Context: an optimization exercise on an open-source flow, tuned for small area. The choices shown serve that exercise and are no tape-out recipe. The RTL was checked by simulation tests, not by an equivalence proof against the original design. The clock input has no modelled driver; a real chip could not lean on it and would need a root buffer or a full tree. Power is estimated from default activity; no workload was simulated.

[flow/config.mk]
export PLATFORM = sky130hd
export DESIGN_NAME = classifier_top
export DESIGN_NICKNAME = classifier_top
export VERILOG_FILES = /design/flow/design.v
export SDC_FILE = /design/flow/constraint.sdc
export NUM_CORES = 4
export LEC_CHECK = 0
export CAP_MARGIN = 20
export CORE_MARGIN = 2
export CORE_UTILIZATION = 40
export GPL_TIMING_DRIVEN = 0
export SETUP_SLACK_MARGIN = -0.3
export SLEW_MARGIN = 20
export SYNTH_HIERARCHICAL = 1
export SYNTH_MINIMUM_KEEP_SIZE = 0
[flow/constraint.sdc]
create_clock -name core_clock -period 6.5 [get_ports {clk}]
set_input_delay 1.3000 -clock core_clock [delete_from_list [all_inputs] [get_ports {clk}]]
set_output_delay 1.3000 -clock core_clock [all_outputs]
set_load 0.01 [all_outputs]
[flow/design.v]
module classifier_top (
  input  wire clk,
  input  wire rst_n,
  input  wire signed [3:0]  x_int4,
  input  wire signed [7:0]  w_int8,
  input  wire new_feat,
  input  wire new_class,
  input  wire [2:0] class_id,
  output reg  signed [19:0] acc20,
  output wire signed [19:0] max_score,
  output reg  [2:0] max_class
);
  wire one1;
  c_and2 u_one1 (x_int4[0], new_feat, one1);
  wire two2;
  c_and3b u_two2 (x_int4[0], x_int4[1], new_feat, two2);
  wire one3;
  c_xor2 u_one3 (x_int4[1], x_int4[2], one3);
  wire one4;
  c_and2 u_one4 (one3, new_feat, one4);
  wire two5;
  c_xor2 u_two5 (x_int4[3], x_int4[2], two5);
  wire two6;
  c_and3b u_two6 (one3, two5, new_feat, two6);
  wire sel7;
  c_nand2 u_sel7 (one1, w_int8[0], sel7);
  wire pp8;
  c_xnor2 u_pp8 (sel7, x_int4[1], pp8);
  wire sel9;
  c_a22oi u_sel9 (one1, w_int8[1], two2, w_int8[0], sel9);
  wire pp10;
  c_xnor2 u_pp10 (sel9, x_int4[1], pp10);
  wire sel11;
  c_a22oi u_sel11 (one1, w_int8[2], two2, w_int8[1], sel11);
  wire pp12;
  c_xnor2 u_pp12 (sel11, x_int4[1], pp12);
  wire sel13;
  c_a22oi u_sel13 (one1, w_int8[3], two2, w_int8[2], sel13);
  wire pp14;
  c_xnor2 u_pp14 (sel13, x_int4[1], pp14);
  wire sel15;
  c_a22oi u_sel15 (one1, w_int8[4], two2, w_int8[3], sel15);
  wire pp16;
  c_xnor2 u_pp16 (sel15, x_int4[1], pp16);
  wire sel17;
  c_a22oi u_sel17 (one1, w_int8[5], two2, w_int8[4], sel17);
  wire pp18;
  c_xnor2 u_pp18 (sel17, x_int4[1], pp18);
  wire sel19;
  c_a22oi u_sel19 (one1, w_int8[6], two2, w_int8[5], sel19);
  wire pp20;
  c_xnor2 u_pp20 (sel19, x_int4[1], pp20);
  wire sel21;
  c_a22oi u_sel21 (one1, w_int8[7], two2, w_int8[6], sel21);
  wire pp22;
  c_xnor2 u_pp22 (sel21, x_int4[1], pp22);
  wire sel23;
  c_a22oi u_sel23 (one1, w_int8[7], two2, w_int8[7], sel23);
  wire pp24;
  c_xor2 u_pp24 (sel23, x_int4[1], pp24);
  wire sel25;
  c_nand2 u_sel25 (one4, w_int8[0], sel25);
  wire pp26;
  c_xnor2 u_pp26 (sel25, x_int4[3], pp26);
  wire sel27;
  c_a22oi u_sel27 (one4, w_int8[1], two6, w_int8[0], sel27);
  wire pp28;
  c_xnor2 u_pp28 (sel27, x_int4[3], pp28);
  wire sel29;
  c_a22oi u_sel29 (one4, w_int8[2], two6, w_int8[1], sel29);
  wire pp30;
  c_xnor2 u_pp30 (sel29, x_int4[3], pp30);
  wire sel31;
  c_a22oi u_sel31 (one4, w_int8[3], two6, w_int8[2], sel31);
  wire pp32;
  c_xnor2 u_pp32 (sel31, x_int4[3], pp32);
  wire sel33;
  c_a22oi u_sel33 (one4, w_int8[4], two6, w_int8[3], sel33);
  wire pp34;
  c_xnor2 u_pp34 (sel33, x_int4[3], pp34);
  wire sel35;
  c_a22oi u_sel35 (one4, w_int8[5], two6, w_int8[4], sel35);
  wire pp36;
  c_xnor2 u_pp36 (sel35, x_int4[3], pp36);
  wire sel37;
  c_a22oi u_sel37 (one4, w_int8[6], two6, w_int8[5], sel37);
  wire pp38;
  c_xnor2 u_pp38 (sel37, x_int4[3], pp38);
  wire sel39;
  c_a22oi u_sel39 (one4, w_int8[7], two6, w_int8[6], sel39);
  wire pp40;
  c_xnor2 u_pp40 (sel39, x_int4[3], pp40);
  wire sel41;
  c_a22oi u_sel41 (one4, w_int8[7], two6, w_int8[7], sel41);
  wire pp42;
  c_xor2 u_pp42 (sel41, x_int4[3], pp42);
  wire f43, f44;
  c_fa u_f43 (acc20[0], x_int4[1], pp8, f43, f44);
  wire f45, f46;
  c_fa u_f45 (acc20[1], pp10, f44, f45, f46);
  wire f47, f48;
  c_fa u_f47 (acc20[2], x_int4[3], pp12, f47, f48);
  wire f49, f50;
  c_fa u_f49 (pp26, f47, f46, f49, f50);
  wire f51, f52;
  c_fa u_f51 (acc20[3], pp14, pp28, f51, f52);
  wire f53, f54;
  c_fa u_f53 (f48, f51, f50, f53, f54);
  wire f55, f56;
  c_fa u_f55 (acc20[4], pp16, pp30, f55, f56);
  wire f57, f58;
  c_fa u_f57 (f52, f55, f54, f57, f58);
  wire f59, f60;
  c_fa u_f59 (acc20[5], pp18, pp32, f59, f60);
  wire h61, h62;
  c_ha u_h61 (f56, f59, h61, h62);
  wire f63, f64;
  c_fa u_f63 (acc20[6], pp20, pp34, f63, f64);
  wire f65, f66;
  c_fa u_f65 (f60, f63, h62, f65, f66);
  wire f67, f68;
  c_fa u_f67 (acc20[7], pp22, pp36, f67, f68);
  wire f69, f70;
  c_fa u_f69 (f64, f67, f66, f69, f70);
  wire co71;
  c_nor2 u_co71 (acc20[8], pp24, co71);
  wire s72;
  c_xnor2 u_s72 (acc20[8], pp24, s72);
  wire f73, f74;
  c_fa u_f73 (pp38, s72, f68, f73, f74);
  wire co75;
  c_nor2 u_co75 (acc20[9], pp40, co75);
  wire i76;
  c_inv u_i76 (co71, i76);
  wire s77;
  c_xnor2 u_s77 (acc20[9], pp40, s77);
  wire f78, f79;
  c_fa u_f78 (i76, s77, f74, f78, f79);
  wire i80;
  c_inv u_i80 (co75, i80);
  wire f81, f82;
  c_fa u_f81 (acc20[10], pp42, i80, f81, f82);
  wire h83, h84;
  c_ha u_h83 (h61, f58, h83, h84);
  wire s85;
  c_xnor2 u_s85 (f65, h84, s85);
  wire cy86;
  c_nand2 u_cy86 (f65, h84, cy86);
  wire s87;
  c_xor2 u_s87 (f69, cy86, s87);
  wire cy88;
  c_nand2b u_cy88 (cy86, f69, cy88);
  wire pn89;
  c_xnor2 u_pn89 (f73, f70, pn89);
  wire gn90;
  c_nand2 u_gn90 (f73, f70, gn90);
  wire s91;
  c_xnor2 u_s91 (pn89, cy88, s91);
  wire cy92;
  c_o21ai u_cy92 (pn89, cy88, gn90, cy92);
  wire s93;
  c_xnor2 u_s93 (f78, cy92, s93);
  wire cy94;
  c_nand2 u_cy94 (f78, cy92, cy94);
  wire pn95;
  c_xnor2 u_pn95 (f81, f79, pn95);
  wire gn96;
  c_nand2 u_gn96 (f81, f79, gn96);
  wire s97;
  c_xnor2 u_s97 (pn95, cy94, s97);
  wire cy98;
  c_o21ai u_cy98 (pn95, cy94, gn96, cy98);
  wire t99;
  c_xnor2 u_t99 (f82, cy98, t99);
  wire s100;
  c_xnor2 u_s100 (acc20[11], t99, s100);
  wire fk101;
  c_xnor2 u_fk101 (acc20[11], f82, fk101);
  wire tc102;
  c_nand2 u_tc102 (t99, fk101, tc102);
  wire s103;
  c_xor2 u_s103 (acc20[12], tc102, s103);
  wire fk104;
  c_xor2 u_fk104 (acc20[12], f82, fk104);
  wire tc105;
  c_nor2 u_tc105 (tc102, fk104, tc105);
  wire s106;
  c_xnor2 u_s106 (acc20[13], tc105, s106);
  wire fk107;
  c_xnor2 u_fk107 (acc20[13], f82, fk107);
  wire tc108;
  c_nand2 u_tc108 (tc105, fk107, tc108);
  wire s109;
  c_xor2 u_s109 (acc20[14], tc108, s109);
  wire fk110;
  c_xor2 u_fk110 (acc20[14], f82, fk110);
  wire tc111;
  c_nor2 u_tc111 (tc108, fk110, tc111);
  wire s112;
  c_xnor2 u_s112 (acc20[15], tc111, s112);
  wire fk113;
  c_xnor2 u_fk113 (acc20[15], f82, fk113);
  wire tc114;
  c_nand2 u_tc114 (tc111, fk113, tc114);
  wire s115;
  c_xor2 u_s115 (acc20[16], tc114, s115);
  wire fk116;
  c_xor2 u_fk116 (acc20[16], f82, fk116);
  wire tc117;
  c_nor2 u_tc117 (tc114, fk116, tc117);
  wire s118;
  c_xnor2 u_s118 (acc20[17], tc117, s118);
  wire fk119;
  c_xnor2 u_fk119 (acc20[17], f82, fk119);
  wire tc120;
  c_nand2 u_tc120 (tc117, fk119, tc120);
  wire s121;
  c_xor2 u_s121 (acc20[18], tc120, s121);
  wire fk122;
  c_xor2 u_fk122 (acc20[18], f82, fk122);
  wire tc123;
  c_nor2 u_tc123 (tc120, fk122, tc123);
  wire s124;
  c_xnor2 u_s124 (acc20[19], tc123, s124);
  wire z125;
  c_nor2b u_z125 (new_class, f43, z125);
  wire z126;
  c_nor2b u_z126 (new_class, f45, z126);
  wire z127;
  c_nor2b u_z127 (new_class, f49, z127);
  wire z128;
  c_nor2b u_z128 (new_class, f53, z128);
  wire z129;
  c_nor2b u_z129 (new_class, f57, z129);
  wire z130;
  c_nor2b u_z130 (new_class, h83, z130);
  wire z131;
  c_nor2 u_z131 (new_class, s85, z131);
  wire z132;
  c_nor2 u_z132 (new_class, s87, z132);
  wire z133;
  c_nor2 u_z133 (new_class, s91, z133);
  wire z134;
  c_nor2 u_z134 (new_class, s93, z134);
  wire z135;
  c_nor2 u_z135 (new_class, s97, z135);
  wire z136;
  c_nor2 u_z136 (new_class, s100, z136);
  wire z137;
  c_nor2 u_z137 (new_class, s103, z137);
  wire z138;
  c_nor2 u_z138 (new_class, s106, z138);
  wire z139;
  c_nor2 u_z139 (new_class, s109, z139);
  wire z140;
  c_nor2 u_z140 (new_class, s112, z140);
  wire z141;
  c_nor2 u_z141 (new_class, s115, z141);
  wire z142;
  c_nor2 u_z142 (new_class, s118, z142);
  wire z143;
  c_nor2 u_z143 (new_class, s121, z143);
  wire z144;
  c_nor2 u_z144 (new_class, s124, z144);
  wire gt145;
  c_nor2b u_gt145 (max_q[0], acc20[0], gt145);
  wire mn146;
  c_inv u_mn146 (max_q[1], mn146);
  wire gt147;
  c_maj3 u_gt147 (acc20[1], mn146, gt145, gt147);
  wire mn148;
  c_inv u_mn148 (max_q[2], mn148);
  wire gt149;
  c_maj3 u_gt149 (acc20[2], mn148, gt147, gt149);
  wire mn150;
  c_inv u_mn150 (max_q[3], mn150);
  wire gt151;
  c_maj3 u_gt151 (acc20[3], mn150, gt149, gt151);
  wire mn152;
  c_inv u_mn152 (max_q[4], mn152);
  wire gt153;
  c_maj3 u_gt153 (acc20[4], mn152, gt151, gt153);
  wire mn154;
  c_inv u_mn154 (max_q[5], mn154);
  wire gt155;
  c_maj3 u_gt155 (acc20[5], mn154, gt153, gt155);
  wire mn156;
  c_inv u_mn156 (max_q[6], mn156);
  wire gt157;
  c_maj3 u_gt157 (acc20[6], mn156, gt155, gt157);
  wire mn158;
  c_inv u_mn158 (max_q[7], mn158);
  wire gt159;
  c_maj3 u_gt159 (acc20[7], mn158, gt157, gt159);
  wire mn160;
  c_inv u_mn160 (max_q[8], mn160);
  wire gt161;
  c_maj3 u_gt161 (acc20[8], mn160, gt159, gt161);
  wire mn162;
  c_inv u_mn162 (max_q[9], mn162);
  wire gt163;
  c_maj3 u_gt163 (acc20[9], mn162, gt161, gt163);
  wire cpx164;
  c_nor2b u_cpx164 (max_q[10], acc20[10], cpx164);
  wire cpy165;
  c_nand2b u_cpy165 (acc20[10], max_q[10], cpy165);
  wire gt166;
  c_a21oi u_gt166 (cpy165, gt163, cpx164, gt166);
  wire cpx167;
  c_nand2b u_cpx167 (max_q[11], acc20[11], cpx167);
  wire cpy168;
  c_nor2b u_cpy168 (acc20[11], max_q[11], cpy168);
  wire gt169;
  c_o21ai u_gt169 (cpy168, gt166, cpx167, gt169);
  wire cpx170;
  c_nor2b u_cpx170 (max_q[12], acc20[12], cpx170);
  wire cpy171;
  c_nand2b u_cpy171 (acc20[12], max_q[12], cpy171);
  wire gt172;
  c_a21oi u_gt172 (cpy171, gt169, cpx170, gt172);
  wire cpx173;
  c_nand2b u_cpx173 (max_q[13], acc20[13], cpx173);
  wire cpy174;
  c_nor2b u_cpy174 (acc20[13], max_q[13], cpy174);
  wire gt175;
  c_o21ai u_gt175 (cpy174, gt172, cpx173, gt175);
  wire cpx176;
  c_nor2b u_cpx176 (max_q[14], acc20[14], cpx176);
  wire cpy177;
  c_nand2b u_cpy177 (acc20[14], max_q[14], cpy177);
  wire gt178;
  c_a21oi u_gt178 (cpy177, gt175, cpx176, gt178);
  wire cpx179;
  c_nand2b u_cpx179 (max_q[15], acc20[15], cpx179);
  wire cpy180;
  c_nor2b u_cpy180 (acc20[15], max_q[15], cpy180);
  wire gt181;
  c_o21ai u_gt181 (cpy180, gt178, cpx179, gt181);
  wire cpx182;
  c_nor2b u_cpx182 (max_q[16], acc20[16], cpx182);
  wire cpy183;
  c_nand2b u_cpy183 (acc20[16], max_q[16], cpy183);
  wire gt184;
  c_a21oi u_gt184 (cpy183, gt181, cpx182, gt184);
  wire cpx185;
  c_nand2b u_cpx185 (max_q[17], acc20[17], cpx185);
  wire cpy186;
  c_nor2b u_cpy186 (acc20[17], max_q[17], cpy186);
  wire gt187;
  c_o21ai u_gt187 (cpy186, gt184, cpx185, gt187);
  wire cpx188;
  c_nor2b u_cpx188 (max_q[18], acc20[18], cpx188);
  wire cpy189;
  c_nand2b u_cpy189 (acc20[18], max_q[18], cpy189);
  wire gt190;
  c_a21oi u_gt190 (cpy189, gt187, cpx188, gt190);
  wire gt191;
  c_nor2 u_gt191 (acc20[19], gt190, gt191);
  wire updn192;
  c_nand2 u_updn192 (new_class, gt191, updn192);
  wire upd193;
  c_inv u_upd193 (updn192, upd193);
  wire md194;
  c_a22o u_md194 (upd193, acc20[0], updn192, max_q[0], md194);
  wire md195;
  c_a22o u_md195 (upd193, acc20[2], updn192, max_q[2], md195);
  wire md196;
  c_a22o u_md196 (upd193, acc20[4], updn192, max_q[4], md196);
  wire md197;
  c_a22o u_md197 (upd193, acc20[6], updn192, max_q[6], md197);
  wire md198;
  c_a22o u_md198 (upd193, acc20[8], updn192, max_q[8], md198);
  wire md199;
  c_a22o u_md199 (upd193, acc20[10], updn192, max_q[10], md199);
  wire md200;
  c_a22o u_md200 (upd193, acc20[12], updn192, max_q[12], md200);
  wire md201;
  c_a22o u_md201 (upd193, acc20[14], updn192, max_q[14], md201);
  wire md202;
  c_a22o u_md202 (upd193, acc20[16], updn192, max_q[16], md202);
  wire md203;
  c_a22o u_md203 (upd193, acc20[18], updn192, max_q[18], md203);
  wire md204;
  c_a22o u_md204 (upd193, class_id[1], updn192, max_class[1], md204);
  wire updn205;
  c_nand2 u_updn205 (new_class, gt191, updn205);
  wire upd206;
  c_inv u_upd206 (updn205, upd206);
  wire md207;
  c_a22o u_md207 (upd206, acc20[1], updn205, max_q[1], md207);
  wire md208;
  c_a22o u_md208 (upd206, acc20[3], updn205, max_q[3], md208);
  wire md209;
  c_a22o u_md209 (upd206, acc20[5], updn205, max_q[5], md209);
  wire md210;
  c_a22o u_md210 (upd206, acc20[7], updn205, max_q[7], md210);
  wire md211;
  c_a22o u_md211 (upd206, acc20[9], updn205, max_q[9], md211);
  wire md212;
  c_a22o u_md212 (upd206, acc20[11], updn205, max_q[11], md212);
  wire md213;
  c_a22o u_md213 (upd206, acc20[13], updn205, max_q[13], md213);
  wire md214;
  c_a22o u_md214 (upd206, acc20[15], updn205, max_q[15], md214);
  wire md215;
  c_a22o u_md215 (upd206, acc20[17], updn205, max_q[17], md215);
  wire md216;
  c_a22o u_md216 (upd206, class_id[0], updn205, max_class[0], md216);
  wire md217;
  c_a22o u_md217 (upd206, class_id[2], updn205, max_class[2], md217);
  wire [19:0] acc_d = {z144, z143, z142, z141, z140, z139, z138, z137, z136, z135, z134, z133, z132, z131, z130, z129, z128, z127, z126, z125};
  wire [18:0] max_d = {md203, md215, md202, md214, md201, md213, md200, md212, md199, md211, md198, md210, md197, md209, md196, md208, md195, md207, md194};
  wire [2:0] cls_d = {md217, md204, md216};
  reg [18:0] max_q;
  assign max_score = {1'b0, max_q};
  always @(posedge clk or negedge rst_n) begin
    if (!rst_n) begin
      acc20     <= 20'd0;
      max_q     <= 19'd0;
      max_class <= 3'd0;
    end else begin
      acc20     <= acc_d;
      max_q     <= max_d;
      max_class <= cls_d;
    end
  end
endmodule
module c_a21oi (input a1, input a2, input b1, output y);
  assign y = ~((a1 & a2) | b1);
endmodule
module c_a22o (input a1, input a2, input b1, input b2, output y);
  assign y = (a1 & a2) | (b1 & b2);
endmodule
module c_a22oi (input a1, input a2, input b1, input b2, output y);
  assign y = ~((a1 & a2) | (b1 & b2));
endmodule
module c_and2 (input a, input b, output y);
  assign y = a & b;
endmodule
module c_and3b (input an, input b, input c, output y);
  assign y = ~an & b & c;
endmodule
module c_fa (input a, input b, input c, output s, output co);
  assign s = a ^ b ^ c;
  assign co = (a & b) | (a & c) | (b & c);
endmodule
module c_ha (input a, input b, output s, output co);
  assign s = a ^ b;
  assign co = a & b;
endmodule
module c_inv (input a, output y);
  assign y = ~a;
endmodule
module c_maj3 (input a, input b, input c, output y);
  assign y = (a & b) | (a & c) | (b & c);
endmodule
module c_nand2 (input a, input b, output y);
  assign y = ~(a & b);
endmodule
module c_nand2b (input an, input b, output y);
  assign y = an | ~b;
endmodule
module c_nor2 (input a, input b, output y);
  assign y = ~(a | b);
endmodule
module c_nor2b (input a, input bn, output y);
  assign y = ~a & bn;
endmodule
module c_o21ai (input a1, input a2, input b1, output y);
  assign y = ~((a1 | a2) & b1);
endmodule
module c_xnor2 (input a, input b, output y);
  assign y = ~(a ^ b);
endmodule
module c_xor2 (input a, input b, output y);
  assign y = a ^ b;
endmodule
[flow/flow/run.sh]
#!/bin/bash
# The standard layout (standard.sh) with these changes to how the layout is made:
#  - the port buffers that buffer_ports inserts are sky130_fd_sc_hd__buf_1;
#  - clock tree synthesis inserts no dummy loads, and its tree (a root buffer and leaf
#    buffers) is then reduced to 4 leaf buffers driven by the clock port, each driving a
#    balanced group of registers from the group's centre (collapse.tcl); every register is
#    still clocked through exactly one buffer;
#  - the reset port's buffer is made sky130_fd_sc_hd__buf_4 before repair_design (rst.tcl),
#    since it drives every register's reset;
#  - after the standard synthesis (run unchanged), combinational cells that synthesis
#    upsized are set back to their smallest drive strength (downsize.tcl); the floorplan's
#    timing repair and the later repair steps upsize again wherever timing needs it.
# Each tool's output goes to its own log file here.
set -euo pipefail
export BUFFER_PORTS_ARGS="-buffer_cell sky130_fd_sc_hd__buf_1"
export CTS_ARGS="-sink_clustering_enable -repair_clock_nets -dont_use_dummy_load"
export POST_CTS_TCL=$PWD/flow/collapse.tcl CLK_KEEP=4
export PRE_RESIZE_TCL=$PWD/flow/rst.tcl RST_BUF_CELL=sky130_fd_sc_hd__buf_4
export CLK_LEAF_CELL=sky130_fd_sc_hd__clkbuf_4 CLK_ROOT_CELL=none
bash standard.sh synth > synth.log 2>&1
export RESULTS=orfs/results/sky130hd/classifier_top/base
openroad -no_init -exit flow/downsize.tcl > downsize.log 2>&1
bash standard.sh finish > standard_flow.log 2>&1
[flow/flow/collapse.tcl]
# Reduce the clock tree that clock_tree_synthesis built (a root buffer feeding leaf buffers)
# to $::env(CLK_KEEP) leaf buffers of $::env(CLK_LEAF_CELL) under a root of
# $::env(CLK_ROOT_CELL) (none: no root, the clock port drives the leaves): the clock sinks are split into that many balanced groups by
# position, each kept leaf drives one group and moves to its centre, and the placement is
# legalized again. Every register is still clocked through the root and one leaf buffer.
set block [ord::get_db_block]
set clk_net [$block findNet clk]
set roots {}
foreach it [$clk_net getITerms] {
  if {[$it isInputSignal]} { lappend roots [$it getInst] }
}
proc inst_xy {inst} {
  set b [$inst getBBox]
  return [list [expr {([$b xMin] + [$b xMax]) / 2}] [expr {([$b yMin] + [$b yMax]) / 2}]]
}
if {[llength $roots] != 1} {
  puts "collapse: clock port feeds [llength $roots] cells; left as is"
  return
}
set root [lindex $roots 0]
set n0 [[$root findITerm X] getNet]
set leaves {}
set sinks {}
foreach it [$n0 getITerms] {
  if {![$it isInputSignal]} { continue }
  set l [$it getInst]
  if {![string match *clkbuf* [[$l getMaster] getName]]} { continue }
  lappend leaves $l
  foreach s [[[$l findITerm X] getNet] getITerms] {
    if {[$s isInputSignal]} { lappend sinks $s }
  }
}
set K [expr {min($::env(CLK_KEEP), [llength $leaves])}]
set N [llength $sinks]
# balanced grouping: sort sinks by x (or y, whichever spread is larger), cut into K runs,
# then sort each run by the other axis is not needed for K <= 3
set xs {}; set ys {}
foreach s $sinks { lassign [inst_xy [$s getInst]] x y; lappend xs $x; lappend ys $y }
set dx [expr {[tcl::mathfunc::max {*}$xs] - [tcl::mathfunc::min {*}$xs]}]
set dy [expr {[tcl::mathfunc::max {*}$ys] - [tcl::mathfunc::min {*}$ys]}]
set axis [expr {$dx >= $dy ? 0 : 1}]
set keyed {}
foreach s $sinks { lappend keyed [list [lindex [inst_xy [$s getInst]] $axis] $s] }
set keyed [lsort -integer -index 0 $keyed]
set kept [lrange $leaves 0 [expr {$K - 1}]]
# detach every sink and drop the leaves not kept
foreach s $sinks { $s disconnect }
foreach l [lrange $leaves $K end] {
  set n1 [[$l findITerm X] getNet]
  [$l findITerm A] disconnect
  [$l findITerm X] disconnect
  odb::dbInst_destroy $l
  odb::dbNet_destroy $n1
}
for {set g 0} {$g < $K} {incr g} {
  set l [lindex $kept $g]
  set net [[$l findITerm X] getNet]
  set lo [expr {($g * $N) / $K}]
  set hi [expr {(($g + 1) * $N) / $K - 1}]
  set sx 0; set sy 0; set cnt 0
  foreach e [lrange $keyed $lo $hi] {
    set s [lindex $e 1]
    $s connect $net
    lassign [inst_xy [$s getInst]] x y
    incr sx $x; incr sy $y; incr cnt
  }
  replace_cell [$l getName] $::env(CLK_LEAF_CELL)
  set cx [expr {$sx / $cnt}]; set cy [expr {$sy / $cnt}]
  set m [$l getMaster]
  $l setLocation [expr {$cx - [$m getWidth] / 2}] [expr {$cy - [$m getHeight] / 2}]
  $l setPlacementStatus PLACED
  puts "collapse: leaf [$l getName] drives $cnt sinks"
}
if {$::env(CLK_ROOT_CELL) == "none"} {
  foreach l $kept {
    [$l findITerm A] disconnect
    [$l findITerm A] connect $clk_net
  }
  [$root findITerm A] disconnect
  [$root findITerm X] disconnect
  odb::dbInst_destroy $root
  odb::dbNet_destroy $n0
} else {
  replace_cell [$root getName] $::env(CLK_ROOT_CELL)
}
detailed_placement
puts "collapse: kept $K of [llength $leaves] leaves for $N sinks"
[flow/flow/downsize.tcl]
# Set every combinational cell of the synthesized netlist to its smallest-area variant of
# the same function (e.g. nor2b_4 -> nor2b_1). Registers, buffers and tie cells are kept.
set results $::env(RESULTS)
read_db $results/1_synth.odb
read_liberty $::env(FLOW_HOME)/platforms/sky130hd/lib/sky130_fd_sc_hd__tt_025C_1v80.lib
set db [ord::get_db]
set block [[$db getChip] getBlock]
set n 0
foreach inst [$block getInsts] {
  set m [[$inst getMaster] getName]
  if {![regexp {^sky130_fd_sc_hd__([a-z0-9]+)_([0-9]+)$} $m -> base size]} { continue }
  if {[regexp {^(df|edf|sdf|dl|buf|clkbuf|clkdly|dlygate|dlymetal|conb|tap|fill|decap|diode|lpflow|probe)} $base]} { continue }
  set best $m
  set best_area [[$inst getMaster] getWidth]
  foreach s {0 1 2} {
    set cand "sky130_fd_sc_hd__${base}_$s"
    set cm [$db findMaster $cand]
    if {$cm == "NULL" || $cand == $m} { continue }
    if {[get_lib_cells -quiet $cand] == ""} { continue }
    if {[$cm getWidth] < $best_area} {
      set best $cand
      set best_area [$cm getWidth]
    }
  }
  if {$best != $m} {
    puts "[$inst getName]: $m -> $best"
    replace_cell [$inst getName] $best
    incr n
  }
}
puts "downsized $n cells"
write_db $results/1_synth.odb
[flow/flow/rst.tcl]
# Size the reset input's port buffer for its load (all register resets) up front
set block [ord::get_db_block]
set bt [$block findBTerm rst_n]
set net [$bt getNet]
foreach it [$net getITerms] {
  if {[$it isInputSignal]} {
    set inst [$it getInst]
    puts "rst buffer [$inst getName] [[$inst getMaster] getName] -> $::env(RST_BUF_CELL)"
    replace_cell [$inst getName] $::env(RST_BUF_CELL)
  }
}
[flow/standard.sh]
#!/bin/bash
# synth_recipe.tcl (not shown) runs the flow's synth.tcl, then flattens the netlist and writes it again
# the make line also repeats each setting of config.mk as NAME=value (left out here)
make -C /OpenROAD-flow-scripts/flow DESIGN_CONFIG=/design/flow/config.mk WORK_HOME=/design/flow/orfs CLKGATE_MAP_FILE= SYNTH_SCRIPT=/design/flow/synth_recipe.tcl "${@:-finish}"
==> summary.txt <==
The global placement routability congestion is 0.728. The run finished with no timing, DRC or antenna violations. The count of input and output buffers came out at 60. The setup TNS after final layout came out at 0 ps. The aggregate global routing overflow is 0. The finished cells cover 3000 um2.

The top layer used by detailed routing is met4. The total routing resource utilization after global routing is 15.2%. The worst setup path is launched from an input pin. The switching power share of the total is 44.9%. The final critical path takes up 95.8% of the cycle. The post-detailed-placement cell area is 2970 um2. The count of standard-cell rows came out at 29.

Derived from the worst setup path, the maximum achievable clock frequency is 161 MHz. The top-level I/O count is 62. The number of warning messages in the yosys log came out at 7.

The cell area power density came out at 481 nW/um2. The number of pins exceeding their max-slew limit in the final report came out at 0. The tightest min-delay check is of the reg2reg type.

For this run, design rule violations remaining after detail routing come to 0. In this run, the combinational gates consume 61.5% of the power. The clock sink total came out at 42. The number of failing setup endpoints in the final timing report came out at 0. Clock skew on the completed layout was measured at 11.1 ps. The final hold violation count came out at 0. The mean area per synthesized cell came out at 10.9 um2.

The via density per instance came out at 4.92. The clock network accounts for 6.5% of the total power. When the netlist entered floorplanning its net count stood at 280.

The worst max-slew margin expressed relative to the limit is 32.9%. Leaving out fill and tap cells, the most frequent cell in the layout is sky130_fd_sc_hd__buf_1. The cell leakage power is 0.00124 uW. After detailed routing, the average wire length per cell comes to 13.4 um. The number of antenna diodes in the final layout is 0. Of all nets on the critical path, the largest fanout is 11. The required time of the critical path came out at 6530 ps. The max capacitance violation total is 0. The sum of routed wire segments on met1 is 2490 um.

The routed wire length came out at 5160 um. Once routing completed, OpenROAD measured the worst setup slack at 270 ps. The worst-margin pin slew is 1010 ps. The detailed placer's ending HPWL is 3870 um.

Once detail routing completed, the nets flagged for antenna violations numbered 0. The internal power came out at 795 uW. The total of fill cells in the finished design is 644. The switching component of the power is 647 uW. Synthesis handed over a netlist of 243 instances.

The share of cells above drive strength 1 is 2.28%. The startpoint-to-endpoint class of the critical path is in2reg. The met3 wire length is 228 um. For the worst setup path, the data arrival time is 6260 ps.

The maximum VDD drop came out at 0.000289 V. Wire segments on met2 add up to 2400 um in the final route. The first detailed-routing pass took 4 iterations.

In this run, flip-flops and latches consume 32.1% of the power. The die extent in x came out at 85.3 um. The synthesized cell area came out at 2640 um2. The starting density of the core is 41.4%. The largest net degree at the start of global routing came out at 43. The time the worst path needs with I/O delays and setup came out at 6230 ps. The worst-case setup slack after placement came out at -253 ps. The initial antenna violation count is 0.

The CTS clock-pin slew for the worst setup and hold paths is 110 ps. The via total after detailed routing came out at 1890. Registers take 1050 um2. The library cells used most frequently in the layout, excluding fill and tap cells, are sky130_fd_sc_hd__buf_1, sky130_fd_sc_hd__dfrtp_1, sky130_fd_sc_hd__xnor2_1. The wire length of the first global-routing pass came out at 8860 um.

The via count of the first global-routing pass came out at 1806. After the last flow step, the layout net total stands at 346. The number of DRC markers in iteration 0 came out at 83. The area added between synthesis and finish came out at 13.5%. The total core area came out at 6390 um2. The area enclosed by the die boundary is 7270 um2. The multi-input combinational cells in the finished layout cover a total of 1540 um2. The vertical die dimension came out at 85.3 um. The sort of element at the end of the critical path is a flip-flop. The source-to-sink clock delay at the later pin of the worst-skew pair is 170 ps.
==> metrics by stage <==
stage	utilization [%]	cells	hold slack (ps)	power, uW
2_1_floorplan	-	243	532	1130
3_3_place_gp	46.4	380	478	1360
3_5_place_dp	46.5	380	480	1380
5_1_grt	47.0	384	538	1610
6_report	47.0	384	503	1440
==> layout make-up <==
type | count | share of cell area (%)
clock buffer | 4 | 1.00
timing repair buffer | 60 | 7.68
sequential | 42 | 35.0
multi-input combinational | 187 | 51.2
tap | 77 | 3.21
buffer | 1 | 0.250
inverter | 13 | 1.63
==> worst max-delay path, cell delays in order <==
cell and delay, ps:
sky130_fd_sc_hd__buf_1 550, sky130_fd_sc_hd__xor2_1 190, sky130_fd_sc_hd__and3b_1 340, sky130_fd_sc_hd__a22oi_1 140
sky130_fd_sc_hd__xnor2_1 180, sky130_fd_sc_hd__fa_1 440, sky130_fd_sc_hd__ha_1 200, sky130_fd_sc_hd__fa_1 380
sky130_fd_sc_hd__fa_1 530, sky130_fd_sc_hd__nand2b_1 90, sky130_fd_sc_hd__o21ai_1 200, sky130_fd_sc_hd__nand2_1 110
sky130_fd_sc_hd__o21ai_1 170, sky130_fd_sc_hd__xnor2_1 170, sky130_fd_sc_hd__nand2_1 120, sky130_fd_sc_hd__nor2_1 170
sky130_fd_sc_hd__nand2_1 110, sky130_fd_sc_hd__nor2_1 170, sky130_fd_sc_hd__nand2_1 110, sky130_fd_sc_hd__nor2_1 160
sky130_fd_sc_hd__nand2_1 110, sky130_fd_sc_hd__nor2_1 120, sky130_fd_sc_hd__xnor2_1 120, sky130_fd_sc_hd__nor2_1 60
==> final timing paths <==
kind | from | cells after the start | slack [ps] | end
max | x_int4[3] | 24 | 270 | acc20[19]
min | max_class[1] | 1 | 500 | max_class[1]
max reg2reg | acc20[0] | 23 | 320 | max_q[8]
min reg2reg | max_class[1] | 1 | 500 | max_class[1]
max in group asynchronous | rst_n | 1 | 5040 | max_q[1]
min in group asynchronous | rst_n | 1 | 1090 | max_class[0]
==> state kept, by name, summed over array words and instances, names as in the netlist <==
signal     cells
acc20         20
max_class      3
max_q         19
==> power groups by stage <==
stage          sequential [uW]  clock, uW  combinational [uW]
2_1_floorplan              488          0                 646
3_3_place_gp               466          0                 892
3_5_place_dp               470          0                 906
5_1_grt                    482        107                1020
6_report                   462       93.2                 886
==> layer usage <==
metal / vias up / track usage (%)
li1: 957 / -
met1: 881 / 22.0
met2: 48 / 24.7
met3: 4 / 1.85
met4: 0 / 3.46
met5: - / 0

-- re-timing with driven ports --
In the flow no input, the clock included, has a driving cell. The finished layout below was timed again as built, in two steps.
Step 1, drivers: a clkbuf_16 drives clk and a buf_2 each remaining input, both assumed.
Step 2 adds t to the input delays and takes it off the output delays; t is the mean of the earliest and latest rising clock arrival at the registers after step 1. Input paths then give back, and output paths get back, about the clock's delay inside the block.
a / b / c = ideal ports / drivers / drivers and shift; a / b = the first two.
shift t [ns]: 0.205
setup WS [ns]: 0.270 / 0.287 / 0.083
latest minus earliest clock arrival (ns): 0.011 / 0.011
worst slew at a driven data input, ns: 0.03
After both steps this run still meets setup and hold. The setup slack of this run moves by +0.017 ns with the drivers and by -0.187 ns with both steps.
